Context: an optimization exercise on an open-source flow, tuned for small area. The choices shown serve that exercise and are no tape-out recipe. In this exercise RTL edits were held to simulation tests only and were not proved equivalent to the original. Power and IR drop assume default switching activity.

==> design.v <==
`timescale 1ns / 1ps
module motorpackage(
    input        inc,
    input        rst,
    input        en,
    input        rxin,
    input        q1a, q1b, q2a, q2b, q3a, q3b, q4a, q4b,
    input  [2:0] hall1, hall2, hall3, hall4, hall5,
    output [1:0] a1, b1, c1,
    output [1:0] a2, b2, c2,
    output [1:0] a3, b3, c3,
    output [1:0] a4, b4, c4,
    output [1:0] a5, b5, c5,
    output       tx
    );
localparam [2:0] S_IDLE = 3'd0, S_START = 3'd1, S_DATA = 3'd2, S_STOP = 3'd3, S_CLEAN = 3'd4;
reg       rx_r1, rx_r2;
reg [2:0] rx_sm;
reg [8:0] rx_cnt;       
reg [2:0] rx_idx;
reg [7:0] rx_byte;      
wire rx_end = (rx_cnt == 9'h1a8);                          
wire [8:0] rx_cnt_step = {rx_cnt[7:0], ~(rx_cnt[8] ^ rx_cnt[4])};
wire rx_dv  = (rx_sm == S_CLEAN);
always @(posedge inc) begin
    if (rst) begin
        rx_r1 <= 1'b0;
        rx_r2 <= 1'b0;
    end else begin
        rx_r1 <= rxin;
        rx_r2 <= rx_r1;
    end
end
always @(posedge inc) begin
    if (rst) begin
        rx_sm  <= S_IDLE;
    end else begin
        case (rx_sm)
            S_IDLE: begin
                rx_cnt <= 9'h1d4;                           
                rx_idx <= 3'd0;
                if (!rx_r2) rx_sm <= S_START;
            end
            S_START: begin
                if (rx_end) begin
                    rx_cnt <= 9'd0;
                    rx_sm  <= rx_r2 ? S_IDLE : S_DATA;
                end else
                    rx_cnt <= rx_cnt_step;
            end
            S_DATA: begin
                if (rx_end) begin
                    rx_cnt <= 9'd0;
                    rx_idx <= rx_idx + 1'b1;
                    if (rx_idx == 3'd7) rx_sm <= S_STOP;
                end else
                    rx_cnt <= rx_cnt_step;
            end
            S_STOP: begin
                if (rx_end) begin
                    rx_cnt <= 9'd0;
                    rx_sm  <= S_CLEAN;
                end else
                    rx_cnt <= rx_cnt_step;
            end
            default: rx_sm <= S_IDLE;
        endcase
    end
end
always @(posedge inc)
    if (rx_sm == S_DATA && rx_end) rx_byte <= {rx_r2, rx_byte[7:1]};
reg [1:0] set_cnt;
reg [3:0] dir;
reg       dv_d;
reg [6:0] spd [0:3];
always @(posedge inc) begin
    if (rst) set_cnt <= 2'd0;
    else if (en && rx_dv) set_cnt <= set_cnt + 1'b1;
end
always @(posedge inc) dv_d <= rx_dv & en & ~rst;
genvar gi;
generate for (gi = 0; gi < 4; gi = gi + 1) begin : g_set
    always @(posedge inc) begin
        if (rst || !en) dir[gi] <= 1'b0;
        else if (rx_dv && set_cnt == gi) dir[gi] <= rx_byte[7];
    end
    always @(posedge inc) begin
        if (rst || !en) spd[gi] <= 7'd0;
        else if (dv_d && set_cnt == ((gi + 1) & 3)) spd[gi] <= rx_byte[6:0];
    end
end endgenerate
reg [15:0] ticker;
reg        tk_last, tk_first;
wire       tk_pre = (ticker == 16'h812f);                   
always @(posedge inc) begin
    if (rst || !en || tk_last) ticker <= 16'd0;
    else ticker <= {ticker[14:0], ~(ticker[15] ^ ticker[14] ^ ticker[12] ^ ticker[3])};
end
always @(posedge inc) begin
    tk_last  <= tk_pre & en & ~rst;
    tk_first <= rst | ~en | tk_last;
end
wire click1 = tk_pre | tk_last;    
wire click2 = tk_first;            
reg hz;
always @(posedge inc) begin
    if (rst || !en) hz <= 1'b1;
    else if (click1) hz <= 1'b0;
end
reg [8:0] pdiv;
always @(posedge inc) begin
    if (rst) pdiv <= 9'd0;
    else pdiv <= {pdiv[7:0], ~(pdiv[8] ^ pdiv[4]) ^ (&pdiv[7:0])};    
end
wire pstep = (pdiv == 9'h0ab) & en;                        
reg  [6:0] ptmp;
wire [6:0] ptmp_next = ptmp + 1'b1;
always @(posedge inc) begin
    if (rst) ptmp <= 7'd0;
    else if (pstep) ptmp <= ptmp_next;
end
wire [7:0] enc1, enc2, enc3, enc4;
wire [3:0] pwm_out;
mp_chan ch1 (.clk(inc), .rst(rst), .en(en), .qa(q1a), .qb(q1b), .spd(spd[0]),
             .click1(click1), .click2(click2), .hz(hz), .pstep(pstep), .ptmp_next(ptmp_next),
             .enc(enc1), .pwm_out(pwm_out[0]));
mp_chan ch2 (.clk(inc), .rst(rst), .en(en), .qa(q2a), .qb(q2b), .spd(spd[1]),
             .click1(click1), .click2(click2), .hz(hz), .pstep(pstep), .ptmp_next(ptmp_next),
             .enc(enc2), .pwm_out(pwm_out[1]));
mp_chan ch3 (.clk(inc), .rst(rst), .en(en), .qa(q3a), .qb(q3b), .spd(spd[2]),
             .click1(click1), .click2(click2), .hz(hz), .pstep(pstep), .ptmp_next(ptmp_next),
             .enc(enc3), .pwm_out(pwm_out[2]));
mp_chan ch4 (.clk(inc), .rst(rst), .en(en), .qa(q4a), .qb(q4b), .spd(spd[3]),
             .click1(click1), .click2(click2), .hz(hz), .pstep(pstep), .ptmp_next(ptmp_next),
             .enc(enc4), .pwm_out(pwm_out[3]));
mp_gate gd1 (.pwm(pwm_out[0]), .d(dir[0]), .h(hall1), .a(a1), .b(b1), .c(c1));
mp_gate gd2 (.pwm(pwm_out[1]), .d(dir[1]), .h(hall2), .a(a2), .b(b2), .c(c2));
mp_gate gd3 (.pwm(pwm_out[2]), .d(dir[2]), .h(hall3), .a(a3), .b(b3), .c(c3));
mp_gate gd4 (.pwm(pwm_out[3]), .d(dir[3]), .h(hall4), .a(a4), .b(b4), .c(c4));
mp_gate gd5 (.pwm(1'b1),       .d(1'b1),   .h(hall5), .a(a5), .b(b5), .c(c5));
reg [8:0] tdiv;
reg [3:0] tcnt;
reg       tx_reg;
reg [7:0] tser;
reg [1:0] tsel;
wire ttick = (tdiv == 9'h1a8);         
wire tflag = (tcnt == 4'd1);
always @(posedge inc) begin
    if (rst) tdiv <= 9'h1d4;               
    else if (ttick) tdiv <= 9'd0;
    else tdiv <= {tdiv[7:0], ~(tdiv[8] ^ tdiv[4])};
end
always @(posedge inc) begin
    if (rst) begin
        tcnt   <= 4'd0;
        tx_reg <= 1'b1;
    end else if (ttick) begin
        case (tcnt)
            4'd0: begin tx_reg <= 1'b0;         tcnt <= 4'd1; end
            4'd1: begin tx_reg <= tser[0];      tcnt <= 4'd2; end
            4'd2: begin tx_reg <= tser[1];      tcnt <= 4'd3; end
            4'd3: begin tx_reg <= tser[2];      tcnt <= 4'd4; end
            4'd4: begin tx_reg <= tser[3];      tcnt <= 4'd5; end
            4'd5: begin tx_reg <= tser[4];      tcnt <= 4'd6; end
            4'd6: begin tx_reg <= tser[5];      tcnt <= 4'd7; end
            4'd7: begin tx_reg <= tser[6];      tcnt <= 4'd8; end
            4'd8: begin tx_reg <= tser[7];      tcnt <= 4'd9; end
            4'd9: begin tx_reg <= 1'b1;         tcnt <= 4'd0; end
            default: ;
        endcase
    end
end
assign tx = tx_reg;
always @(posedge inc) begin
    if (rst) tsel <= 2'd0;
    else if (en && tflag) tsel <= tsel + 1'b1;
end
always @(posedge inc) begin
    if (!en) tser <= 8'd0;
    else if (tflag) begin
        case (tsel)
            2'd0: tser <= enc1;
            2'd1: tser <= enc2;
            2'd2: tser <= enc3;
            default: tser <= enc4;
        endcase
    end
end
endmodule
module mp_chan(
    input        clk,
    input        rst,
    input        en,
    input        qa, qb,
    input  [6:0] spd,         
    input        click1,
    input        click2,
    input        hz,          
    input        pstep,
    input  [6:0] ptmp_next,
    output [7:0] enc,
    output       pwm_out
    );
reg [2:0] qs;
reg [7:0] cnt, tot;
always @(posedge clk) begin
    if (rst) qs <= 3'd0;
    else qs <= {qs[1:0], qa ^ qb};
end
wire cen = qs[1] ^ qs[2];
always @(posedge clk) begin
    if (rst || !en || click2) cnt <= 8'd0;
    else if (cen) cnt <= cnt + 1'b1;
end
always @(posedge clk) begin
    if (rst || !en) tot <= 8'd0;
    else if (click1) tot <= cnt;
end
assign enc = tot;
reg  [7:0]  err;        
reg  [7:0]  ep;         
reg  [13:0] po;         
reg  [13:0] pm;         
wire [7:0] err_n;
mp_rca #(8) u_err (.a({1'b0, spd}), .b(~tot), .ci(1'b1), .s(err_n));
always @(posedge clk) err <= err_n;
wire [7:0]  p_m = ep;
wire [13:0] o_m = hz ? 14'd0 : po;
wire [8:0]  t1;
wire [9:0]  t2;
mp_rca #(9)  u_t1 (.a({err[7], err}), .b(~{p_m[7], p_m}), .ci(1'b1), .s(t1));
mp_rca #(10) u_t2 (.a({{2{err[7]}}, err}), .b({p_m[7], p_m, 1'b0}), .ci(1'b0), .s(t2));
wire [14:0] cx = {o_m[13], o_m};
wire [14:0] cy = {{2{t1[8]}}, t1, 4'b0};
wire [14:0] cz = {{5{t2[9]}}, t2};
wire [14:0] cs = cx ^ cy ^ cz;
wire [14:0] cc = (cx & cy) | (cz & (cx ^ cy));
wire [14:0] sum;
mp_rca #(15) u_sum (.a(cs), .b({cc[13:0], 1'b0}), .ci(1'b0), .s(sum));
wire [13:0] sat  = (sum[14] != sum[13]) ? {sum[14], {13{~sum[14]}}} : sum[13:0];
always @(posedge clk) begin
    if (rst) begin
        po <= 14'd0;
        pm <= 14'd0;
    end else if (en && click1) begin
        po <= pm;
        pm <= sat;
    end
end
always @(posedge clk) begin
    if (rst || !en) ep <= 8'd0;
    else if (click1) ep <= err;
end
wire [6:0] duty = po[13] ? 7'd0 : (|po[12:7]) ? 7'd127 : po[6:0];
reg k;
always @(posedge clk) begin
    if (rst) k <= 1'b0;
    else if (pstep) k <= (ptmp_next < duty);
end
assign pwm_out = k;
endmodule
module mp_gate(
    input        pwm,
    input        d,
    input  [2:0] h,
    output [1:0] a,
    output [1:0] b,
    output [1:0] c
    );
wire e = h[0];
wire f = h[1];
wire g = h[2];
assign a = pwm ? {((~d&e&~f)|(d&~e&f)), ((~d&~f)|(e&f)|(d&~e))} : 2'b01;
assign b = pwm ? {((~d&f&~g)|(d&~f&g)), ((~d&~g)|(f&g)|(d&~f))} : 2'b01;
assign c = pwm ? {((~d&~e&g)|(d&e&~g)), ((~d&~e)|(e&g)|(d&~g))} : 2'b01;
endmodule
module mp_rca #(parameter W = 8) (
    input  [W-1:0] a,
    input  [W-1:0] b,
    input          ci,
    output [W-1:0] s
    );
wire [W:0] c;
assign c[0] = ci;
genvar i;
generate for (i = 0; i < W; i = i + 1) begin : g_bit
    assign s[i]   = a[i] ^ b[i] ^ c[i];
    assign c[i+1] = (a[i] & b[i]) | (c[i] & (a[i] ^ b[i]));
end endgenerate
endmodule
==> flow/run.sh <==
#!/bin/bash
# The standard layout with two placement/CTS options changed:
#  - the port buffers that global placement inserts are the smallest buffer
#    (every input and output port still gets its own buffer);
#  - clock tree synthesis does not add dummy loads.
# make's output goes to standard.log; each ORFS step logs under orfs/logs.
set -euo pipefail
export BUFFER_PORTS_ARGS="-buffer_cell sky130_fd_sc_hd__buf_1"
export CTS_ARGS="-sink_clustering_enable -repair_clock_nets -sink_clustering_size 30 -sink_clustering_max_diameter 70 -buf_list sky130_fd_sc_hd__clkbuf_16 -dont_use_dummy_load"
bash standard.sh > standard.log 2>&1
==> standard.sh <==
#!/bin/bash
# synth_recipe.tcl (not shown) runs the flow's synth.tcl, then flattens the netlist and writes it again
# the make line also repeats each setting of config.mk as NAME=value (left out here)
make -C /OpenROAD-flow-scripts/flow DESIGN_CONFIG=/design/flow/config.mk WORK_HOME=/design/flow/orfs CLKGATE_MAP_FILE= SYNTH_SCRIPT=/design/flow/synth_recipe.tcl "${@:-finish}"
==> config.mk <==
export PLATFORM = sky130hd
export DESIGN_NAME = motorpackage
export DESIGN_NICKNAME = motorpackage
export VERILOG_FILES = /design/flow/design.v
export SDC_FILE = /design/flow/constraint.sdc
export NUM_CORES = 4
export LEC_CHECK = 0
export ABC_AREA = 1
export CAP_MARGIN = 20
export CORE_MARGIN = 2
export CORE_UTILIZATION = 40
export CTS_BUF_LIST = sky130_fd_sc_hd__clkbuf_16
export CTS_CLUSTER_DIAMETER = 70
export CTS_CLUSTER_SIZE = 30
export GPL_TIMING_DRIVEN = 1
export PLACE_DENSITY = 0.8
export SLEW_MARGIN = 20
==> constraint.sdc <==
create_clock -name core_clock -period 10.0 [get_ports {inc}]
set_input_delay 2.0000 -clock core_clock [delete_from_list [all_inputs] [get_ports {inc}]]
set_output_delay 2.0000 -clock core_clock [all_outputs]
set_load 0.01 [all_outputs]
==> flow_summary.toml, run 1 <==
[logic_synthesis]
ys_ff_latch = 375
ys_types = 38
ys_warn_count = 4
synth_area_mm2 = 0.0205
synthTopCellsByArea = "dfxtp_1 35%, fa_1 15%, inv_1 9.8%, nor2_1 8.2%, nand2_1 6.7%"
syn_nets = 2871
yosys_most_used_dff = "dfxtp_1"
async_flop_share_pct = 0
synthCells = 2604
synth_top_cell_area_share_pct = 34.7
yosysSeqAreaShare_pct = 37.6
yosysTopAreaCell = "dfxtp_1"
synth-edff-count = 20
syn-mean-instance-area_um2 = 7.87

[cts]
cts_buffer_depth = 3
worstSkewPairLatency_ps = 560
postCtsSetupBuffers = 0
cts_sinks = 375
clkSlewWorstSetupHoldPaths_ps = 100
cts_resized = 0
cts_tree = "done"
cts-root-buf = "clkbuf_16"
cts_buffers = 23
cts_max_level = 1
cts_hold_buf = 0

[timing]
rsz0062_at_grt = "no"
fin_crit_sh_pct = 74.5
skew_ps = 52.7
period_minus_slack_ps = 7450
final_max_slew_viol_count = 0
finalSetupTns_ps = 0
fmax_ghz = 0.134
tightest_slew_ps = 1140
final_hold_viol_count = 0
finalSetupViolCount = 0
slew_headroom_pct = 24.0

[final_layout]
fin_util_pct = 43.1
n_antenna_cell = 0
regMostFlops = "spd"
drive_gt1_share_pct = 2.27
layout.cells.most_common_list = "535 x inv_1, 446 x nor2_1, 367 x nand2_1"
reg.largest.list = "spd x28, ticker x16"
syn_to_final_growth_pct = 5.91
fin_nets = 2868
final_common_cell = "inv_1"
largest_reg_flops = 28
nFillCells = 4791

[placed_design]
hpwl_um = 29900
io_buffers = 57
place_congestion = 0.864

[floorplan]
initial_core_util_pct = 40.7
die_area_mm2 = 0.0531
ioPinCount = 58
num_rows = 82
die_h_um = 230
die_w_um = 230
core_area_mm2 = 0.0504

[routing]
routed_via_density = 4.69
detail-route-antenna-nets = 0
vias = 15300
firstDrtPassIters = 5
drtIter0Drc = 1087
route.detailed.drc = 0
wl_per_cell_um = 12.5
wl_um = 40800

[power]
power_density_mw_per_mm2 = 118
clkPwrFrac_pct = 34.6
pwr-share-comb_pct = 4.7
switchingPower_mw = 0.580
p_sw_share_pct = 22.6
p_seq_share_pct = 60.7
irDropWorstVdd_v = 0.000153
intPower_mw = 1.98
p_leak_nw = 9.78

[worst_setup_path]
cp.depth = 23
reg2reg_depth = 23
worstPathMaxFanout = 13
reg2reg_slack_ps = 2550
arrival_ps = 7860
max_stage_delay_ps = 500
crit_path_cell_trace = "ha_1 -> fa_1 -> fa_1 -> fa_1 -> fa_1 -> fa_1 -> fa_1 -> inv_1 -> fa_1 -> fa_1 -> fa_1 -> fa_1 -> fa_1 -> inv_1 -> fa_1 -> inv_1 -> fa_1 -> inv_1 -> fa_1 -> nand2_1 -> nand3_1 -> nor2_1 -> nor2_1"
critical_path_class = "reg -> reg"
critPathCaptureType = "flip-flop"
crit_buf_inv = 4
worst-endpoint-required_ps = 10410
cp-start-kind = "flip-flop"
critPathTopFamily = "adder cells"
cp_slowest_cell = "fa_1"
critPathMostFrequentCell = "fa_1"

[job]
cap_violations = 0

[grt]
track_usage_pct = 15.5
overflow = 0
grt_first_pass_wirelength_um = 69500
grt_max_degree = 120
grt_pass1_vias = 14700
antenna_found_initial = 0

[min_path]
worstHoldPathCells = 2
hold_class = "reg -> reg"

[status]
status = "finished clean"
==> metrics by stage <==
stage | instances | setup WS (ps) | hold slack [ps] | total power [mW] | cell area (um2)
floorplan | 2604 | 3000 | 388 | 1.68 | 20500
CTS | 3271 | 2530 | 385 | 2.59 | 21700
finish | 3271 | 2550 | 381 | 2.56 | 21700
global route | 3271 | 2100 | 381 | 2.66 | 21700
detailed placement | 3248 | 2560 | 393 | 1.71 | 21100
global placement | 3248 | 2730 | 389 | 1.71 | 21100
==> cells in the mapped netlist, types with 4 or more instances <==
library cell  number
nand4_1           21
ha_1              84
o21ai_0          202
a211oi_1           7
o211ai_1           5
nor3_1             8
edfxtp_1          20
nand2_1          367
o21ai_1           16
buf_1              7
buf_2             12
a31o_2             8
a21oi_1          166
xnor2_1           17
fa_1             156
dfxtp_1          355
inv_1            536
a2111o_1           4
clkbuf_1          56
nor2_1           446
nor4_1             7
buf_6             15
xor2_1            24
nand3_1           34
buf_4              5
a21o_1             4
==> power groups by stage <==
stage | clock network (mW) | registers (mW) | logic (mW)
finish | 0.888 | 1.55 | 0.121
global route | 0.962 | 1.56 | 0.141
CTS | 0.909 | 1.55 | 0.121
detailed placement | 0 | 1.59 | 0.121
global placement | 0 | 1.59 | 0.118
floorplan | 0 | 1.58 | 0.0951
==> kinds of logic after synthesis <==
kind of cell	share of synthesized area [%]
compound gates	10.6
fa+ha+maj	20.4
buf+inv	12.4
flops	37.6
simple gates	17.3
xor+xnor	1.75
==> layer usage <==
metal  GRT usage [%]  vias to the layer above  share of wire, %
met5               0                        -                 0
met4            3.85                        0               2.2
met3            1.24                       56               4.1
met2            26.9                      261                48
met1            20.9                     7150                46
li1                -                     7865                 -
==> area by class of cell <==
class                      instances  area, um2  share of cell area [%]
tap                              672        841                    3.87
sequential                       375       7710                    35.5
multi-input combinational       1593      10300                    47.3
inverter                         541       2030                    9.36
timing repair buffer              67        290                    1.34
clock buffer                      23        576                    2.65
==> path summary, 6_finish.rpt <==
path,endpoint,startpoint
worst max-delay path,ch3.pm[6],ch3.ep[0]
worst min-delay path,ch4.qs[1],ch4.qs[0]
worst max register to register,ch3.pm[6],ch3.ep[0]
worst min register to register,ch4.qs[1],ch4.qs[0]
==> tightest hold or removal path, stage by stage, from the launching register on <==
cell and delay [ps]:
dfxtp_1 310, inv_1 50, nor2_1 30
==> inputs of run 2 (changes only) <==
--- a/flow/run.sh
+++ b/flow/run.sh
@@ -8,3 +8,3 @@
 export BUFFER_PORTS_ARGS="-buffer_cell sky130_fd_sc_hd__buf_1"
-export CTS_ARGS="-sink_clustering_enable -repair_clock_nets -sink_clustering_size 30 -sink_clustering_max_diameter 70 -buf_list sky130_fd_sc_hd__clkbuf_16 -dont_use_dummy_load"
+export CTS_ARGS="-sink_clustering_enable -repair_clock_nets -sink_clustering_size 25 -sink_clustering_max_diameter 80 -buf_list sky130_fd_sc_hd__clkbuf_16 -dont_use_dummy_load"
 bash standard.sh > standard.log 2>&1
--- a/config.mk
+++ b/config.mk
@@ -12,6 +12,5 @@
 export CTS_BUF_LIST = sky130_fd_sc_hd__clkbuf_16
-export CTS_CLUSTER_DIAMETER = 70
-export CTS_CLUSTER_SIZE = 30
+export CTS_CLUSTER_DIAMETER = 80
+export CTS_CLUSTER_SIZE = 25
 export GPL_TIMING_DRIVEN = 1
-export PLACE_DENSITY = 0.8
 export SLEW_MARGIN = 20
==> run 2 against run 1 <==
Net effect:
- critical path type unchanged
- setup slack better by 11 ps
- clock power up 3.4%
- clock skew down 7.8 ps
- highest routed layer unchanged
- largest cell class unchanged
- still clean
- non-clock buffer count down 1
==> flow_summary.toml, run 2 <==
[logic_synthesis]
synthCells = 2604
syn-mean-instance-area_um2 = 7.87
synth.most_common_cell = "inv_1"
yosysTopAreaCell = "dfxtp_1"
synth.top_cells.by_count = "536 x inv_1, 446 x nor2_1, 367 x nand2_1"
yosys_most_used_dff = "dfxtp_1"
ys_types = 38
ys_ff_latch = 375
syn_nets = 2871
synth-edff-count = 20
async_flop_share_pct = 0
synthTopCellsByArea = "dfxtp_1 35%, fa_1 15%, inv_1 9.8%, nor2_1 8.2%, nand2_1 6.7%"
ys_warn_count = 4
synth_area_mm2 = 0.0205
synth_top_cell_area_share_pct = 34.7
yosysSeqAreaShare_pct = 37.6

[grt]
overflow = 0
track_usage_pct = 16.5
grt_pass1_vias = 14800
antenna_found_initial = 0
grt_max_degree = 119
grt_first_pass_wirelength_um = 72400

[worst_setup_path]
worstPathMaxFanout = 13
critPathCaptureType = "flip-flop"
critical_path_class = "reg -> reg"
cp-start-kind = "flip-flop"
arrival_ps = 7880
worst-endpoint-required_ps = 10440

[timing]
fin_crit_sh_pct = 74.4
tightest_slew_ps = 968
finalSetupViolCount = 0
skew_ps = 44.9
fmax_ghz = 0.134
finalSetupTns_ps = 0
final_max_slew_viol_count = 0
finalWorstSetupSlack_ps = 2560
slew_headroom_pct = 35.1
period_minus_slack_ps = 7440
hold_slack_ps = 407
final_hold_viol_count = 0
rsz0062_at_grt = "no"

[routing]
route.detailed.drc = 0
drtIter0Drc = 757
routed_via_density = 4.61
vias = 15100
wl_per_cell_um = 13.2
detail-route-antenna-nets = 0
firstDrtPassIters = 5
wl_um = 43000

[final_layout]
syn_to_final_growth_pct = 6.02
layout.cells.most_common_list = "535 x inv_1, 446 x nor2_1, 367 x nand2_1"
n_antenna_cell = 0
final_common_cell = "inv_1"
regMostFlops = "spd"
final_cells = 3271
fin_nets = 2868
largest_reg_flops = 28
finalInstanceArea_mm2 = 0.0217
drive_gt1_share_pct = 2.27
reg.largest.list = "spd x28, ticker x16"

[power]
p_leak_nw = 9.79
power_density_mw_per_mm2 = 119
irDropWorstVdd_v = 0.000106

[job]
cap_violations = 0

[cts]
cts_tree = "done"
cts_resized = 0
cts_hold_buf = 0
cts_buffers = 24
cts_buffer_depth = 3
postCtsSetupBuffers = 0
worstSkewPairLatency_ps = 560
clkSlewWorstSetupHoldPaths_ps = 80
cts_max_level = 1
cts-root-buf = "clkbuf_16"
cts_sinks = 375

[floorplan]
die_h_um = 230
die_w_um = 230
core_area_mm2 = 0.0504
initial_core_util_pct = 40.7
num_rows = 82
ioPinCount = 58
die_area_mm2 = 0.0531

[placed_design]
hpwl_um = 32400
io_buffers = 57
dp.cells = 3247
place_ws_ps = 2560
place_congestion = 0.813
dpl_cell_area_mm2 = 0.0211

[status]
status = "finished clean"

[min_path]
hold_class = "reg -> reg"
## run 2: cell counts after synthesis
No cell type changed its count.
## run 2: path summary, 6_finish.rpt
kind | start | cells past startpoint | slack (ps) | to
hold / removal | ch3.qs[0] | 2 | 410 | ch3.qs[1]
setup reg to reg | ch2.ep[0] | 23 | 2560 | ch2.pm[2]
hold reg to reg | ch3.qs[0] | 2 | 410 | ch3.qs[1]
setup / recovery | ch2.ep[0] | 23 | 2560 | ch2.pm[2]
## run 2: cell type report
| type | instances | area (um2) |
|---|---|---|
| tap | 672 | 841 |
| multi-input combinational | 1593 | 10300 |
| inverter | 541 | 2030 |
| sequential | 375 | 7710 |
| fill | 5089 | 28600 |
| clock buffer | 24 | 601 |
| timing repair buffer | 66 | 287 |
## run 2: logic make-up (layout without fill, tap and decap cells)
family,after synthesis,in the layout,synth area share (%)
AOI/OAI and AO/OA,415,415,10.6
xor gates and xnor gates,41,41,1.75
adders and majority gates,240,240,20.4
buffers and inverters,636,631,12.4
DFF,375,375,37.6
and+or+nand+nor,897,897,17.3
## run 2: metrics by stage
step	total power [mW]	util (%)
after floorplan	1.68	-
after global placement	1.71	42.0
after detailed placement	1.71	42.0
after CTS	2.63	43.1
after global routing	2.70	43.2
final	2.59	43.2
## run 2: routing by layer
metal	GRT usage [%]	wire, um
met1	22.6	21000
met2	27.8	19800
met3	1.84	1170
met4	3.99	1080
met5	0	0
## run 2: power breakdown
group          total (mW)  leakage [nW]  internal (mW)  switching, mW
sequential           1.56          3.05           1.54         0.0171
combinational       0.120          6.45         0.0364         0.0835
clock               0.918         0.296          0.425          0.493
## run 2: critical path: stages (launching register included)
cell and delay [ps]:
dfxtp_1 330, ha_1 220, fa_1 450, fa_1 460, fa_1 460, fa_1 460
fa_1 520, fa_1 490, inv_1 50, fa_1 430, fa_1 400, fa_1 410
fa_1 410, fa_1 370, inv_1 80, fa_1 160, inv_1 50, fa_1 350
inv_1 80, fa_1 420, nand2_1 80, nand3_1 360, nor2_1 240, nor2_1 50
==> inputs of run 3 (changes only) <==
==> flow/run.sh (replaced) <==
#!/bin/bash
# Layout flow: the standard synthesis, then the combinational logic of
# its netlist re-mapped for area (flow/remap.sh: registers, adder cells and
# names kept), then the standard layout steps with two options changed:
#  - the port buffers inserted at placement are the smallest buffer
#    (every input and output port still gets its own buffer);
#  - clock tree synthesis adds no dummy loads.
# Logs: standard_synth.log and standard.log (make), remap.log (yosys),
# and each ORFS step's own log under orfs/logs.
set -euo pipefail
HERE=$(pwd)
R=$HERE/orfs/results/sky130hd/motorpackage/base
LIB=$FLOW_HOME/platforms/sky130hd/lib/sky130_fd_sc_hd__tt_025C_1v80.lib
YOSYS=$FLOW_HOME/../tools/install/yosys/bin/yosys
[ -x "$YOSYS" ] || YOSYS=$(command -v yosys)

export BUFFER_PORTS_ARGS="-buffer_cell sky130_fd_sc_hd__buf_1"
export CTS_ARGS="-sink_clustering_enable -repair_clock_nets -sink_clustering_size 25 -sink_clustering_max_diameter 80 -buf_list sky130_fd_sc_hd__clkbuf_16 -dont_use_dummy_load"

bash standard.sh synth > standard_synth.log 2>&1
cp "$R/1_2_yosys.v" "$HERE/1_2_yosys_standard.v"
bash flow/remap.sh "$HERE/1_2_yosys_standard.v" "$R/1_2_yosys.v" "$LIB" "$YOSYS" "$HERE/remap.log"
rm -f "$R/1_synth.odb" "$R/1_synth.sdc"
bash standard.sh > standard.log 2>&1
==> flow/remap.sh (new file) <==
#!/bin/bash
# Re-maps the combinational logic of the standard synthesis netlist for
# area with ABC's area mapper (amap).  Registers, full/half adder cells and
# port names are kept as the standard synthesis made them.
# usage: remap.sh IN.v OUT.v LIBERTY YOSYS LOGFILE
set -euo pipefail
IN=$1; OUT=$2; LIB=$3; YOSYS=$4; LOG=$5
# cells the mapper may not use: ORFS's dont-use list plus clock, delay,
# tie, and special-purpose cells
DU=""
for c in $(grep -o 'cell *( *"\?sky130_fd_sc_hd__[a-z0-9_]*' "$LIB" | sed 's/.*(\s*"\?//' \
           | grep -E 'lpflow|probe|clk|dly|diode|tap|fill|decap|conb|macro|buf_16|bufbuf|sdf|sedf|dfb|dfr|dfs|dlx|dlr|dlc|einv|ebuf'); do
  DU="$DU -dont_use $c"
done
KEEP=$(grep -o 'sky130_fd_sc_hd__\(df\|edf\|fa_\|ha_\|conb_\)[a-z0-9_]*' "$IN" | sort -u | tr '\n' ' ')
cat > remap.ys <<EOS
read_liberty -ignore_miss_func $LIB
read_verilog $IN
hierarchy -top motorpackage
setattr -mod -set keep_hierarchy 1 $KEEP
flatten
opt_clean
tee -o remap_before.txt stat -liberty $LIB
abc -liberty $LIB $DU -script +strash;dch;amap;topo
opt_clean -purge
hilomap -singleton -hicell sky130_fd_sc_hd__conb_1 HI -locell sky130_fd_sc_hd__conb_1 LO
insbuf -buf sky130_fd_sc_hd__buf_1 A X
opt_clean -purge
tee -o remap_after.txt stat -liberty $LIB
select motorpackage
write_verilog -noattr -nohex -nodec -selected $OUT
EOS
"$YOSYS" -s remap.ys > "$LOG" 2>&1
==> run 3 against run 2 <==
Net effect:
- flip-flop and latch count unchanged
- register-to-register slack worse by 360 ps
- via count down 10%
- clock skew down 3.3 ps
- non-clock buffer count up 5
- wire length down 3.4%
- design area down 5.6%
- fmax down 4.6%
- cell count down 19%
- combinational power about the same
- critical path type unchanged
- largest power group unchanged
- highest routed layer unchanged
==> flow_summary.toml, run 3 <==
[timing]
fmax_ghz = 0.128
period_minus_slack_ps = 7800
final_max_slew_viol_count = 0
tightest_slew_ps = 1060
skew_ps = 41.6
finalSetupTns_ps = 0
finalSetupViolCount = 0
rsz0062_at_grt = "no"
slew_headroom_pct = 29.1
finalWorstSetupSlack_ps = 2200
final_hold_viol_count = 0
fin_crit_sh_pct = 78.0

[worst_setup_path]
critPathMostFrequentCell = "fa_1"
critical_path_class = "reg -> reg"
worstPathMaxFanout = 13
cp-start-kind = "flip-flop"
worst-endpoint-required_ps = 10380
critPathCaptureType = "flip-flop"
crit_buf_inv = 4
crit_path_cell_trace = "ha_1 -> fa_1 -> fa_1 -> fa_1 -> fa_1 -> fa_1 -> fa_1 -> inv_1 -> fa_1 -> fa_1 -> fa_1 -> fa_1 -> fa_1 -> inv_1 -> fa_1 -> inv_1 -> fa_1 -> inv_1 -> fa_1 -> a21oi_1 -> o21a_1 -> nor3_1"
critPathTopFamily = "adder cells"
arrival_ps = 8180
max_stage_delay_ps = 820
cp_slowest_cell = "a21oi_1"

[power]
p_leak_nw = 7.78
clkPwrFrac_pct = 34.5
irDropWorstVdd_v = 0.000115
switchingPower_mw = 0.587
p_sw_share_pct = 23.0
p_seq_share_pct = 60.7
intPower_mw = 1.97
pwr-share-comb_pct = 4.8
power_density_mw_per_mm2 = 124
power_mw = 2.55

[grt]
grt_pass1_vias = 13600
antenna_found_initial = 0
overflow = 0
grt_max_degree = 94
grt_first_pass_wirelength_um = 69300
track_usage_pct = 17.1

[routing]
wl_um = 41500
route.detailed.drc = 0
firstDrtPassIters = 7
drtIter0Drc = 754
vias = 13500
detail-route-antenna-nets = 0
routed_via_density = 5.12
wl_per_cell_um = 15.7

[logic_synthesis]
syn_nets = 2208
ys_warn_count = 4
synthCells = 1941
syn-mean-instance-area_um2 = 9.72
synth_area_mm2 = 0.0189

[floorplan]
die_w_um = 221
die_h_um = 221
die_area_mm2 = 0.0489
core_area_mm2 = 0.0466
ioPinCount = 58
initial_core_util_pct = 40.5
num_rows = 79

[placed_design]
hpwl_um = 29800
place_ws_ps = 2250
place_congestion = 0.838
dp.cells = 2619
io_buffers = 57

[job]
cap_violations = 0

[final_layout]
drive_gt1_share_pct = 2.16
syn_to_final_growth_pct = 8.79
reg.largest.list = "spd x28, ticker x16"
regMostFlops = "spd"
fin_util_pct = 44.1
largest_reg_flops = 28
layout.cells.most_common_list = "354 x dfxtp_1, 347 x inv_1, 226 x nor2_1"
final_cells = 2641
final_common_cell = "dfxtp_1"
nFillCells = 4419
fin_nets = 2303
n_antenna_cell = 0

[cts]
cts_hold_buf = 0
cts_buffers = 22
postCtsSetupBuffers = 0
cts-root-buf = "clkbuf_16"
cts_sinks = 375
cts_tree = "done"
worstSkewPairLatency_ps = 560
cts_resized = 0
clkSlewWorstSetupHoldPaths_ps = 100
cts_max_level = 1
cts_buffer_depth = 3

[min_path]
hold_class = "reg -> reg"

[status]
status = "finished clean"
## run 3: path summary, 6_finish.rpt
| path | startpoint | to | slack, ps | depth (start not counted) |
|---|---|---|---|---|
| hold reg to reg | tdiv[7] | tdiv[8] | 400 | 2 |
| hold / removal | tdiv[7] | tdiv[8] | 400 | 2 |
| setup reg to reg | ch3.ep[0] | ch3.pm[12] | 2200 | 22 |
| setup / recovery | ch3.ep[0] | ch3.pm[12] | 2200 | 22 |
## run 3: power groups by stage
| stage | clock network (mW) | logic, mW | registers, mW |
|---|---|---|---|
| after floorplan | 0 | 0.0801 | 1.58 |
| final | 0.880 | 0.123 | 1.55 |
| after global placement | 0 | 0.118 | 1.59 |
| after detailed placement | 0 | 0.121 | 1.59 |
| after global routing | 0.956 | 0.141 | 1.56 |
| after CTS | 0.915 | 0.122 | 1.55 |
## run 3: cell type report
cell class / instances / area [um2] / area share (%)
flip-flops and latches: 375 / 7710 / 37.6
multi-input cells: 1216 / 9870 / 48.1
repair buffers: 71 / 323 / 1.57
well taps: 607 / 759 / 3.70
clock buffers: 22 / 551 / 2.68
inverters: 350 / 1320 / 6.41
## run 3: worst reg2reg max path, stage by stage (launching register included)
cell	delay [ps]
dfxtp_1	350
ha_1	230
fa_1	460
fa_1	460
fa_1	460
fa_1	460
fa_1	500
fa_1	490
inv_1	50
fa_1	430
fa_1	390
fa_1	390
fa_1	390
fa_1	370
inv_1	70
fa_1	150
inv_1	60
fa_1	350
inv_1	70
fa_1	420
a21oi_1	820
o21a_1	230
nor3_1	50
## run 3: per-layer routing
| layer | track usage, % | vias up | share of wire, % |
|---|---|---|---|
| li1 | - | 6776 | - |
| met1 | 23.9 | 6489 | 49 |
| met2 | 28.6 | 219 | 46 |
| met3 | 1.73 | 47 | 3.1 |
| met4 | 3.94 | 0 | 2.2 |
| met5 | 0 | - | 0 |
## run 3: through the flow
step                      hold WS (ps)  instance area, um2
after floorplan                    406               18900
after global placement             416               20000
after detailed placement           420               20000
after CTS                          396               20500
after global routing               407               20500
final                              401               20500
==> inputs of run 4 (changes only) <==
--- a/design.v
+++ b/design.v
@@ -204,3 +204,3 @@
 reg [2:0] qs;
-reg [7:0] cnt, tot;
+reg [7:0] cnt, tot_n;    
 always @(posedge clk) begin
@@ -215,6 +215,6 @@
 always @(posedge clk) begin
-    if (rst || !en) tot <= 8'd0;
-    else if (click1) tot <= cnt;
-end
-assign enc = tot;
+    if (rst || !en) tot_n <= 8'hff;
+    else if (click1) tot_n <= ~cnt;
+end
+assign enc = ~tot_n;
 reg  [7:0]  err;        
@@ -224,3 +224,3 @@
 wire [7:0] err_n;
-mp_rca #(8) u_err (.a({1'b0, spd}), .b(~tot), .ci(1'b1), .s(err_n));
+mp_rca #(8) u_err (.a({1'b0, spd}), .b(tot_n), .ci(1'b1), .s(err_n));
 always @(posedge clk) err <= err_n;
==> run 4 against run 3 <==
Net effect:
- still clean on timing, DRC and antenna
- clock skew down 3.4 ps
- die area down 0.74%
- global-route usage up 0.37 points
- first-iteration DRC count up 6.9%
- largest cell class unchanged
- highest routed layer unchanged
==> flow_summary.toml, run 4 <==
[status]
status = "finished clean"

[cts]
clkSlewWorstSetupHoldPaths_ps = 90
cts_resized = 0
cts_hold_buf = 0
cts_buffers = 22
cts_max_level = 1
postCtsSetupBuffers = 0
worstSkewPairLatency_ps = 540
cts_sinks = 375
cts_buffer_depth = 3
cts_tree = "done"
cts-root-buf = "clkbuf_16"

[final_layout]
fin_nets = 2265
nFillCells = 4400
finalInstanceArea_mm2 = 0.0204
regMostFlops = "spd"
register_area_mm2 = 0.00771
multi_input_area_mm2 = 0.00984
layout.cells.most_common_list = "354 x dfxtp_1, 319 x inv_1, 200 x nor2_1"
final_common_cell = "dfxtp_1"
final_cells = 2603
n_antenna_cell = 0
fin_util_pct = 44.0
syn_to_final_growth_pct = 8.81
drive_gt1_share_pct = 2.15
reg.largest.list = "spd x28, ticker x16"
largest_reg_flops = 28

[min_path]
hold_class = "reg -> reg"

[logic_synthesis]
synth_area_mm2 = 0.0187
syn-mean-instance-area_um2 = 9.83
syn_nets = 2172
synthCells = 1905
ys_warn_count = 4

[worst_setup_path]
worst-endpoint-required_ps = 10380
critPathCaptureType = "flip-flop"
arrival_ps = 8250
critical_path_class = "reg -> reg"
cp-start-kind = "flip-flop"
worstPathMaxFanout = 13

[placed_design]
dpl_cell_area_mm2 = 0.0198
hpwl_um = 30000
io_buffers = 57
place_congestion = 0.847
dp.cells = 2581

[routing]
route.detailed.drc = 0
routed_via_density = 5.14
drtIter0Drc = 806
vias = 13400
wl_um = 41400
wl_per_cell_um = 15.9
wl_met3_um = 1310
topRoutingLayerUsed = "met4"
dr_wl_met2_um = 19300
firstDrtPassIters = 5
wl_met1_um = 19900
detail-route-antenna-nets = 0

[grt]
overflow = 0
grt_max_degree = 76
antenna_found_initial = 0
track_usage_pct = 17.5
grt_first_pass_wirelength_um = 68700
grt_pass1_vias = 13300

[timing]
fmax_ghz = 0.127
slew_headroom_pct = 27.3
tightest_slew_ps = 1080
period_minus_slack_ps = 7860
final_hold_viol_count = 0
fin_crit_sh_pct = 78.6
skew_ps = 38.1
final_max_slew_viol_count = 0
finalSetupViolCount = 0
hold_slack_ps = 406
rsz0062_at_grt = "no"
finalSetupTns_ps = 0

[power]
p_leak_nw = 7.65
irDropWorstVdd_v = 0.000106
power_density_mw_per_mm2 = 125

[floorplan]
num_rows = 79
die_w_um = 220
die_area_mm2 = 0.0486
die_h_um = 220
core_area_mm2 = 0.0464
ioPinCount = 58
initial_core_util_pct = 40.4

[job]
cap_violations = 0
[run 4: final timing paths]
check,endpoint,depth (start not counted),slack (ps),startpoint
setup / recovery,ch4.pm[11],22,2140,ch4.ep[0]
hold / removal,ch2.qs[1],1,410,ch2.qs[0]
setup reg to reg,ch4.pm[11],22,2140,ch4.ep[0]
hold reg to reg,ch2.qs[1],1,410,ch2.qs[0]
[run 4: layer usage]
layer  global-route usage (%)  up-vias
li1                         -     6698
met1                     24.5     6445
met2                     29.3      198
met3                     1.77       47
met4                     3.74        0
met5                        0        -
[run 4: worst max-delay path: stages (launching register included)]
cell	delay, ps
dfxtp_1	340
ha_1	220
fa_1	380
fa_1	380
fa_1	480
inv_1	50
fa_1	490
fa_1	420
fa_1	460
fa_1	460
fa_1	460
fa_1	460
fa_1	460
fa_1	420
inv_1	80
fa_1	170
inv_1	50
fa_1	400
inv_1	70
fa_1	430
a21oi_1	750
o21a_1	230
nor3_1	50
[run 4: cell type report]
type / instances / share of cell area, %
Inverter: 322 / 5.93
Clock buffer: 22 / 2.70
Tap cell: 607 / 3.73
Multi-Input combinational cell: 1208 / 48.3
Timing Repair Buffer: 69 / 1.51
Sequential cell: 375 / 37.8
[run 4: metrics by stage]
stage	worst slack (ps)	total power [mW]
2_1_floorplan	968	1.66
3_3_place_gp	2180	1.70
3_5_place_dp	2080	1.70
6_report	2140	2.54
5_1_grt	1720	2.64
4_1_cts	2020	2.57
[run 4: where the power goes]
part / total [mW] / internal (mW) / switching [mW]
Clock: 0.876 / 0.392 / 0.484
Combinational: 0.113 / 0.0346 / 0.0789
Sequential: 1.55 / 1.54 / 0.0129
==> inputs of run 5 (changes only) <==
--- a/config.mk
+++ b/config.mk
@@ -8,3 +8,3 @@
 export ABC_AREA = 1
-export CAP_MARGIN = 20
+export CAP_MARGIN = 5
 export CORE_MARGIN = 2
@@ -15,2 +15,2 @@
 export GPL_TIMING_DRIVEN = 1
-export SLEW_MARGIN = 20
+export SLEW_MARGIN = 5
==> run 5 against run 4 <==
Net effect:
- critical path type unchanged
- via count up 0.26%
- total power barely moved
- largest cell class unchanged
- largest power group unchanged
- still clean
- flip-flop and latch count stayed put
==> flow_summary.toml, run 5 <==
[status]
status = "finished clean"

[timing]
rsz0062_at_grt = "no"
fin_crit_sh_pct = 79.5
period_minus_slack_ps = 7950
final_hold_viol_count = 0
final_max_slew_viol_count = 0
slew_headroom_pct = 24.2
tightest_slew_ps = 1130
skew_ps = 37.6
finalSetupViolCount = 0
fmax_ghz = 0.126
finalSetupTns_ps = 0

[floorplan]
initial_core_util_pct = 40.4
die_h_um = 220
core_area_mm2 = 0.0464
num_rows = 79
die_area_mm2 = 0.0486
ioPinCount = 58
die_w_um = 220

[grt]
overflow = 0
track_usage_pct = 17.5
antenna_found_initial = 0
grt_pass1_vias = 13300
grt_first_pass_wirelength_um = 68700
grt_max_degree = 76

[cts]
cts_sinks = 375
cts_resized = 0
cts_buffers = 22
worstSkewPairLatency_ps = 540
cts_buffer_depth = 3
cts_hold_buf = 0
postCtsSetupBuffers = 0
cts_tree = "done"
cts-root-buf = "clkbuf_16"
cts_max_level = 1
clkSlewWorstSetupHoldPaths_ps = 100

[worst_setup_path]
crit_buf_inv = 4
worst-endpoint-required_ps = 10370
arrival_ps = 8320
crit_path_cell_trace = "ha_1 -> fa_1 -> fa_1 -> fa_1 -> fa_1 -> fa_1 -> fa_1 -> inv_1 -> fa_1 -> fa_1 -> fa_1 -> fa_1 -> fa_1 -> inv_1 -> fa_1 -> inv_1 -> fa_1 -> inv_1 -> fa_1 -> a21oi_1 -> o21a_1 -> nor3_1"
cp-startpoint = "ch1.err[1]"
reg2reg_depth = 22
cp-start-kind = "flip-flop"
cp_slowest_cell = "a21oi_1"
max_stage_delay_ps = 850
cp.depth = 22
critPathTopFamily = "adder cells"
critPathMostFrequentCell = "fa_1"
r2r-end = "ch1.pm[1]"
worstPathMaxFanout = 13
critical_path_class = "reg -> reg"
reg2reg_slack_ps = 2050
crit_end = "ch1.pm[1]"
worstReg2RegStart = "ch1.err[1]"
critPathCaptureType = "flip-flop"

[routing]
firstDrtPassIters = 5
detail-route-antenna-nets = 0
route.detailed.drc = 0
wl_per_cell_um = 15.9
routed_via_density = 5.16
drtIter0Drc = 827
wl_um = 41500
vias = 13400

[job]
cap_violations = 0

[final_layout]
layout.cells.most_common_list = "354 x dfxtp_1, 319 x inv_1, 200 x nor2_1"
drive_gt1_share_pct = 2.05
largest_reg_flops = 28
n_antenna_cell = 0
reg.largest.list = "spd x28, ticker x16"
nFillCells = 4403
final_cells = 2603
final_common_cell = "dfxtp_1"
syn_to_final_growth_pct = 8.77
regMostFlops = "spd"
fin_nets = 2265

[power]
clkPwrFrac_pct = 34.4
switchingPower_mw = 0.575
irDropWorstVdd_v = 0.000106
p_sw_share_pct = 22.6
p_leak_nw = 7.65
p_seq_share_pct = 61.1
power_density_mw_per_mm2 = 125
intPower_mw = 1.97
pwr-share-comb_pct = 4.5

[min_path]
worstHoldPathCells = 1
hold_class = "reg -> reg"

[placed_design]
dp.cells = 2581
hpwl_um = 30000
place_congestion = 0.847
io_buffers = 57

[logic_synthesis]
synthCells = 1905
ys_warn_count = 4
syn_nets = 2172
synth_area_mm2 = 0.0187
syn-mean-instance-area_um2 = 9.83
==> run 5: worst min path at each step <==
stage / startpoint / to / slack, ps
3_3_place_gp: ch1.qs[0] / ch1.qs[1] / 420
6_report: ch2.qs[0] / ch2.qs[1] / 410
3_5_place_dp: pdiv[7] / pdiv[8] / 430
2_1_floorplan: rx_r2 / rx_byte[7] / 410
4_1_cts: ch2.qs[0] / ch2.qs[1] / 410
5_1_grt: ch2.qs[0] / ch2.qs[1] / 420
==> run 5: layer usage <==
metal	share of wire [%]	global-route usage, %	vias to the layer above	routed length, um
met5	0	0	-	0
met4	2.0	3.74	0	831
met3	3.3	1.77	50	1390
met2	47	29.3	199	19300
met1	48	24.5	6476	19900
li1	-	-	6698	-
==> run 5: power groups by stage <==
stage | Sequential [mW] | Combinational, mW | Clock, mW
floorplan | 1.58 | 0.0734 | 0
global placement | 1.59 | 0.109 | 0
detailed placement | 1.59 | 0.113 | 0
CTS | 1.55 | 0.113 | 0.908
global route | 1.56 | 0.131 | 0.953
finish | 1.55 | 0.114 | 0.875
==> run 5: stage by stage <==
stage / utilization (%) / power (mW) / instance area (um2) / hold WS (ps) / setup WS (ps)
6_report: 43.9 / 2.54 / 20400 / 405 / 2050
5_1_grt: 43.9 / 2.64 / 20400 / 419 / 1660
4_1_cts: 43.9 / 2.57 / 20400 / 408 / 2020
3_5_place_dp: 42.8 / 1.70 / 19800 / 428 / 2080
3_3_place_gp: 42.8 / 1.70 / 19800 / 421 / 2180
2_1_floorplan: - / 1.66 / 18700 / 409 / 968
==> run 5: final cells by class <==
class                           instances  area (um2)  share of cell area [%]
Clock buffer                           22         551                    2.70
Inverter                              322        1210                    5.93
Tap cell                              607         759                    3.73
Timing Repair Buffer                   69         308                    1.51
Multi-Input combinational cell       1208        9830                    48.3
Sequential cell                       375        7710                    37.8
==> run 5: worst register-to-register path: cells and delay by family (launching register included) <==
family / cells / cell delay (ps)
simple gates: 1 / 50
flops: 1 / 360
buf+inv: 4 / 270
fa+ha+maj: 15 / 6010
compound gates: 2 / 1080
==> inputs of run 6 (changes only) <==
--- a/flow/run.sh
+++ b/flow/run.sh
@@ -17,3 +17,3 @@
 export BUFFER_PORTS_ARGS="-buffer_cell sky130_fd_sc_hd__buf_1"
-export CTS_ARGS="-sink_clustering_enable -repair_clock_nets -sink_clustering_size 25 -sink_clustering_max_diameter 80 -buf_list sky130_fd_sc_hd__clkbuf_16 -dont_use_dummy_load"
+export CTS_ARGS="-sink_clustering_enable -repair_clock_nets -sink_clustering_size 30 -sink_clustering_max_diameter 90 -buf_list sky130_fd_sc_hd__clkbuf_16 -dont_use_dummy_load"
 
--- a/config.mk
+++ b/config.mk
@@ -8,3 +8,3 @@
 export ABC_AREA = 1
-export CAP_MARGIN = 5
+export CAP_MARGIN = 20
 export CORE_MARGIN = 2
@@ -15,2 +15,2 @@
 export GPL_TIMING_DRIVEN = 1
-export SLEW_MARGIN = 5
+export SLEW_MARGIN = 20
==> run 6 against run 5 <==
Net effect:
- global-route usage is essentially flat
- core utilization is 0.15 points lower
- fmax grew 0.59%
- sequential power is essentially flat
- still clean on timing, DRC and antenna
- register-to-register slack gained 50 ps
- count of clock-buffer cells in the layout is 3 lower
- combinational power is essentially flat
==> flow_summary.toml, run 6 <==
[timing]
finalWorstSetupSlack_ps = 2100
skew_ps = 62.4
fin_crit_sh_pct = 79.0
final_hold_viol_count = 0
final_max_slew_viol_count = 0
finalSetupTns_ps = 0
tightest_slew_ps = 1150
fmax_ghz = 0.127
slew_headroom_pct = 22.6
finalSetupViolCount = 0
period_minus_slack_ps = 7900
rsz0062_at_grt = "no"
hold_slack_ps = 363

[final_layout]
final_common_cell = "dfxtp_1"
drive_gt1_share_pct = 2.01
regMostFlops = "spd"
register_area_mm2 = 0.00771
layout.cells.most_common_list = "354 x dfxtp_1, 319 x inv_1, 200 x nor2_1"
syn_to_final_growth_pct = 8.40
nFillCells = 4410
largest_reg_flops = 28
reg.largest.list = "spd x28, ticker x16"
fin_nets = 2262
multi_input_area_mm2 = 0.00984
fin_util_pct = 43.8
n_antenna_cell = 0

[min_path]
hold_end = "ch1.tot_n[4]"
min_from = "ch1.cnt[4]"
worstHoldPathCells = 1
hold_class = "reg -> reg"

[floorplan]
die_area_mm2 = 0.0486
initial_core_util_pct = 40.4
core_area_mm2 = 0.0464
die_h_um = 220
die_w_um = 220
num_rows = 79
ioPinCount = 58

[routing]
dr_wl_met2_um = 19400
wl_per_cell_um = 15.9
topRoutingLayerUsed = "met4"
wl_met3_um = 1350
drtIter0Drc = 738
wl_um = 41300
wl_met1_um = 19900
detail-route-antenna-nets = 0
firstDrtPassIters = 5
route.detailed.drc = 0
vias = 13400
routed_via_density = 5.17

[worst_setup_path]
reg2reg_depth = 22
arrival_ps = 8280
critPathCaptureType = "flip-flop"
worstPathMaxFanout = 13
cp-start-kind = "flip-flop"
worstReg2RegStart = "ch4.ep[0]"
r2r-end = "ch4.pm[11]"
worst-endpoint-required_ps = 10380
reg2reg_slack_ps = 2100
critical_path_class = "reg -> reg"

[grt]
grt_pass1_vias = 13200
grt_first_pass_wirelength_um = 68600
grt_max_degree = 76
overflow = 0
antenna_found_initial = 0
track_usage_pct = 17.5

[cts]
worstSkewPairLatency_ps = 550
cts_tree = "done"
cts_sinks = 375
cts_resized = 0
cts-root-buf = "clkbuf_16"
cts_max_level = 1
clkSlewWorstSetupHoldPaths_ps = 110
cts_buffers = 19
postCtsSetupBuffers = 0
cts_hold_buf = 0
cts_buffer_depth = 3

[power]
irDropWorstVdd_v = 0.000107
power_density_mw_per_mm2 = 122
p_leak_nw = 7.61
power_mw = 2.48

[logic_synthesis]
syn_nets = 2172
syn-mean-instance-area_um2 = 9.83
ys_warn_count = 4
synthCells = 1905
synth_area_mm2 = 0.0187

[status]
status = "finished clean"

[job]
cap_violations = 0

[placed_design]
io_buffers = 57
hpwl_um = 30000
place_ws_ps = 2080
place_congestion = 0.847
==> run 6: cell count changes in the layout (fill, tap and decap cells not counted), sizes merged <==
cell and delta:
clkbuf -3
==> run 6: worst max-delay path, stage by stage, from the launching register on <==
cell	delay [ps]
dfxtp_1	350
ha_1	220
fa_1	380
fa_1	380
fa_1	480
inv_1	50
fa_1	490
fa_1	420
fa_1	460
fa_1	460
fa_1	460
fa_1	460
fa_1	460
fa_1	420
inv_1	80
fa_1	170
inv_1	50
fa_1	400
inv_1	70
fa_1	420
a21oi_1	780
o21a_1	240
nor3_1	50
==> run 6: how the worst max path moves through the flow <==
stage	cells after the start	start	slack, ps	endpoint
3_3_place_gp	22	ch4.ep[0]	2180	ch4.pm[2]
3_5_place_dp	22	ch1.err[1]	2080	ch1.pm[4]
5_1_grt	22	ch4.ep[0]	1670	ch4.pm[11]
6_report	22	ch4.ep[0]	2100	ch4.pm[11]
4_1_cts	22	ch1.err[1]	2020	ch1.pm[11]
2_1_floorplan	11	ticker[14]	970	ch1.pm[0]
==> run 6: cell type report <==
type                    count  share of cell area (%)
repair buffers             69                    1.52
clock buffers              19                    2.34
well taps                 607                    3.74
inverters                 322                    5.95
multi-input cells        1208                    48.5
flip-flops and latches    375                    38.0
==> run 6: power breakdown <==
| part | switching (mW) | leakage [nW] | internal (mW) |
|---|---|---|---|
| Sequential | 0.0128 | 3.05 | 1.54 |
| Clock | 0.471 | 0.234 | 0.341 |
| Combinational | 0.0788 | 4.33 | 0.0346 |
| Total | 0.563 | 7.61 | 1.92 |
==> run 6: metal layers <==
metal | vias to the layer above | track usage, %
li1 | 6698 | -
met5 | - | 0
met3 | 42 | 1.88
met1 | 6500 | 24.4
met4 | 0 | 3.58
met2 | 190 | 29.4
==> run 6: per-stage QoR <==
stage	instances	instance area, um2
after CTS	2600	20300
after detailed placement	2581	19800
after floorplan	1905	18700
after global routing	2600	20300
after global placement	2581	19800
final	2600	20300
==> inputs of run 7 (changes only) <==
--- a/flow/run.sh
+++ b/flow/run.sh
@@ -17,3 +17,3 @@
 export BUFFER_PORTS_ARGS="-buffer_cell sky130_fd_sc_hd__buf_1"
-export CTS_ARGS="-sink_clustering_enable -repair_clock_nets -sink_clustering_size 30 -sink_clustering_max_diameter 90 -buf_list sky130_fd_sc_hd__clkbuf_16 -dont_use_dummy_load"
+export CTS_ARGS="-sink_clustering_enable -repair_clock_nets -sink_clustering_size 25 -sink_clustering_max_diameter 80 -buf_list sky130_fd_sc_hd__clkbuf_16 -dont_use_dummy_load"
 
--- a/flow/remap.sh
+++ b/flow/remap.sh
@@ -1,5 +1,5 @@
 #!/bin/bash
-# Re-maps the combinational logic of the standard synthesis netlist for
-# area with ABC's area mapper (amap).  Registers, full/half adder cells and
-# port names are kept as the standard synthesis made them.
+# Re-maps the combinational logic of the standard synthesis netlist
+# (adder cells included) for area with ABC's area mapper (amap, repeated).
+# Registers and port names are kept as the standard synthesis made them.
 # usage: remap.sh IN.v OUT.v LIBERTY YOSYS LOGFILE
@@ -14,3 +14,3 @@
 done
-KEEP=$(grep -o 'sky130_fd_sc_hd__\(df\|edf\|fa_\|ha_\|conb_\)[a-z0-9_]*' "$IN" | sort -u | tr '\n' ' ')
+KEEP=$(grep -o 'sky130_fd_sc_hd__\(df\|edf\|conb_\)[a-z0-9_]*' "$IN" | sort -u | tr '\n' ' ')
 cat > remap.ys <<EOS
@@ -23,3 +23,3 @@
 tee -o remap_before.txt stat -liberty $LIB
-abc -liberty $LIB $DU -script +strash;dch;amap;topo
+abc -liberty $LIB $DU -script +strash;dch;amap;strash;dch;amap;strash;dch;amap;strash;dch;amap;strash;dch;amap;strash;dch;amap;topo
 opt_clean -purge
==> run 7 against run 6 <==
Net effect:
- still clean
- critical path depth is 13 higher
- clock skew fell by 18 ps
- non-clock buffer count increased by 2
- sequential share of layout area is 0.85 points higher
- total power up 2.0%
- cell count up 24%
- design area down 2.2%
- largest power group unchanged
==> flow_summary.toml, run 7 <==
[status]
status = "finished clean"

[final_layout]
largest_reg_flops = 28
n_antenna_cell = 0
reg.largest.list = "spd x28, ticker x16"
nFillCells = 4601
register_area_mm2 = 0.00771
syn_to_final_growth_pct = 8.98
fin_util_pct = 43.9
regMostFlops = "spd"
final_common_cell = "nor2_1"
fin_nets = 2661
layout.cells.most_common_list = "578 x nor2_1, 355 x dfxtp_1, 252 x nand2_1"
multi_input_area_mm2 = 0.00963
drive_gt1_share_pct = 1.71

[worst_setup_path]
critical_path_class = "reg -> reg"
worst-endpoint-required_ps = 10470
reg2reg_slack_ps = 3320
r2r-end = "ch1.pm[9]"
cp-start-kind = "flip-flop"
critPathCaptureType = "flip-flop"
cp_slowest_cell = "dfxtp_1"
worstPathMaxFanout = 11
max_stage_delay_ps = 380
worstReg2RegStart = "ch1.err[0]"
critPathMostFrequentCell = "nor2_1"
arrival_ps = 7160
reg2reg_depth = 35

[cts]
cts_sinks = 375
cts-root-buf = "clkbuf_16"
clkSlewWorstSetupHoldPaths_ps = 100
cts_max_level = 1
postCtsSetupBuffers = 0
cts_tree = "done"
cts_buffer_depth = 3
cts_hold_buf = 0
cts_buffers = 21
worstSkewPairLatency_ps = 550
cts_resized = 0

[floorplan]
core_area_mm2 = 0.0452
ioPinCount = 58
die_area_mm2 = 0.0473
die_h_um = 217
initial_core_util_pct = 40.3
die_w_um = 217
num_rows = 78

[power]
switchingPower_mw = 0.575
p_sw_share_pct = 22.7
pwr-share-comb_pct = 4.8
intPower_mw = 1.95
p_seq_share_pct = 61.5
power_density_mw_per_mm2 = 127
p_leak_nw = 7.50
clkPwrFrac_pct = 33.7
irDropWorstVdd_v = 0.000129

[timing]
tightest_slew_ps = 1040
final_max_slew_viol_count = 0
rsz0062_at_grt = "no"
finalSetupViolCount = 0
skew_ps = 44.8
fmax_ghz = 0.150
finalSetupTns_ps = 0
period_minus_slack_ps = 6680
fin_crit_sh_pct = 66.8
final_hold_viol_count = 0
slew_headroom_pct = 29.9

[routing]
firstDrtPassIters = 8
vias = 17400
detail-route-antenna-nets = 0
route.detailed.drc = 0
drtIter0Drc = 1028
wl_um = 47000
wl_per_cell_um = 14.5
routed_via_density = 5.39

[grt]
top_usage_layer = "met2"
use_met1_pct = 26.3
use_met3_pct = 2.48
grt_max_degree = 88
antenna_found_initial = 0
track_usage_pct = 19.5
overflow = 0
grt_pass1_vias = 15700
grt_first_pass_wirelength_um = 76900
grtUsageMet2_pct = 33.0

[logic_synthesis]
syn-mean-instance-area_um2 = 7.17
syn_nets = 2567
synthCells = 2540
synth_area_mm2 = 0.0182
ys_warn_count = 4

[placed_design]
hpwl_um = 33800
place_congestion = 0.842
io_buffers = 57

[min_path]
hold_class = "reg -> reg"
min_from = "pdiv[6]"
worstHoldPathCells = 2
hold_end = "pdiv[7]"

[job]
cap_violations = 0
run 7: per-stage QoR:
step | hold slack, ps | std cells | cell area [um2] | setup slack [ps] | total power, mW
CTS | 438 | 3232 | 19900 | 3350 | 2.56
floorplan | 408 | 2540 | 18200 | 1730 | 1.66
finish | 437 | 3232 | 19900 | 3320 | 2.53
global route | 455 | 3232 | 19900 | 2390 | 2.64
detailed placement | 424 | 3211 | 19300 | 3370 | 1.71
global placement | 421 | 3211 | 19300 | 3780 | 1.70
run 7: cell type report:
cell class              count  area share, %
multi-input cells        1921           48.5
well taps                 600           3.78
flip-flops and latches    375           38.8
inverters                 244           4.61
clock buffers              21           2.65
repair buffers             71           1.63
run 7: how the worst max path moves through the flow:
| stage | start | endpoint | cells past startpoint |
|---|---|---|---|
| after floorplan | en | ch1.po[0] | 5 |
| after global placement | ch1.err[0] | ch1.pm[9] | 35 |
| after detailed placement | ch1.err[0] | ch1.pm[9] | 35 |
| after CTS | ch1.err[0] | ch1.pm[9] | 35 |
| after global routing | ch1.err[0] | ch1.pm[9] | 35 |
| final | ch1.err[0] | ch1.pm[9] | 35 |
run 7: critical path: cells and delay by family (launching register included):
family / cells / cell delay (ps)
AO/OA/AOI/OAI: 17 / 4370
AND/OR/NAND/NOR: 15 / 1340
buffers and inverters: 3 / 520
flip-flops: 1 / 380
run 7: routing by layer:
metal / vias up / part of all wire, %
li1: 9139 / -
met1: 7899 / 48
met2: 309 / 46
met3: 60 / 3.9
met4: 0 / 2.3
met5: - / 0
run 7: power groups by stage:
stage / clock network, mW / logic, mW / registers (mW)
final: 0.852 / 0.122 / 1.56
after global routing: 0.938 / 0.137 / 1.56
after CTS: 0.884 / 0.122 / 1.55
after detailed placement: 0 / 0.122 / 1.59
after global placement: 0 / 0.117 / 1.59
after floorplan: 0 / 0.0795 / 1.59

afterwards: timing with drivers on the ports:
The flow's constraints put no driver on any port. The routed layouts listed below were extracted and timed again, unchanged, in two steps. Step 1 (the two cells are an assumption about what drives the block):
set clk [get_ports {inc}]
set_driving_cell -lib_cell sky130_fd_sc_hd__clkbuf_16 $clk
set_driving_cell -lib_cell sky130_fd_sc_hd__buf_2 [delete_from_list [all_inputs] $clk]
Step 2 moves the port delays by t, midway between the first and last clock arrival at a register: inputs arrive t later, outputs are due t later. That takes back most of the time a late clock gives input paths. a / b / c = ideal ports / drivers / drivers and shift; a / b = the first two.
run | shift t [ns] | setup WS [ns] | latest minus earliest clock arrival (ns) | cell pins on the clock port's net
run 1 | 0.588 | 2.552 / 2.552 / 2.552 | 0.056 / 0.056 | 1
run 2 | 0.599 | 2.563 / 2.563 / 2.563 | 0.047 / 0.047 | 1
run 3 | 0.589 | 2.200 / 2.200 / 2.200 | 0.042 / 0.042 | 1
run 4 | 0.584 | 2.138 / 2.138 / 2.138 | 0.056 / 0.056 | 1
run 5 | 0.586 | 2.054 / 2.054 / 2.054 | 0.053 / 0.053 | 1
run 6 | 0.576 | 2.100 / 2.100 / 2.100 | 0.065 / 0.066 | 1
run 7 | 0.589 | 3.316 / 3.316 / 3.316 | 0.046 / 0.046 | 1
After both steps every run listed still meets setup and hold.
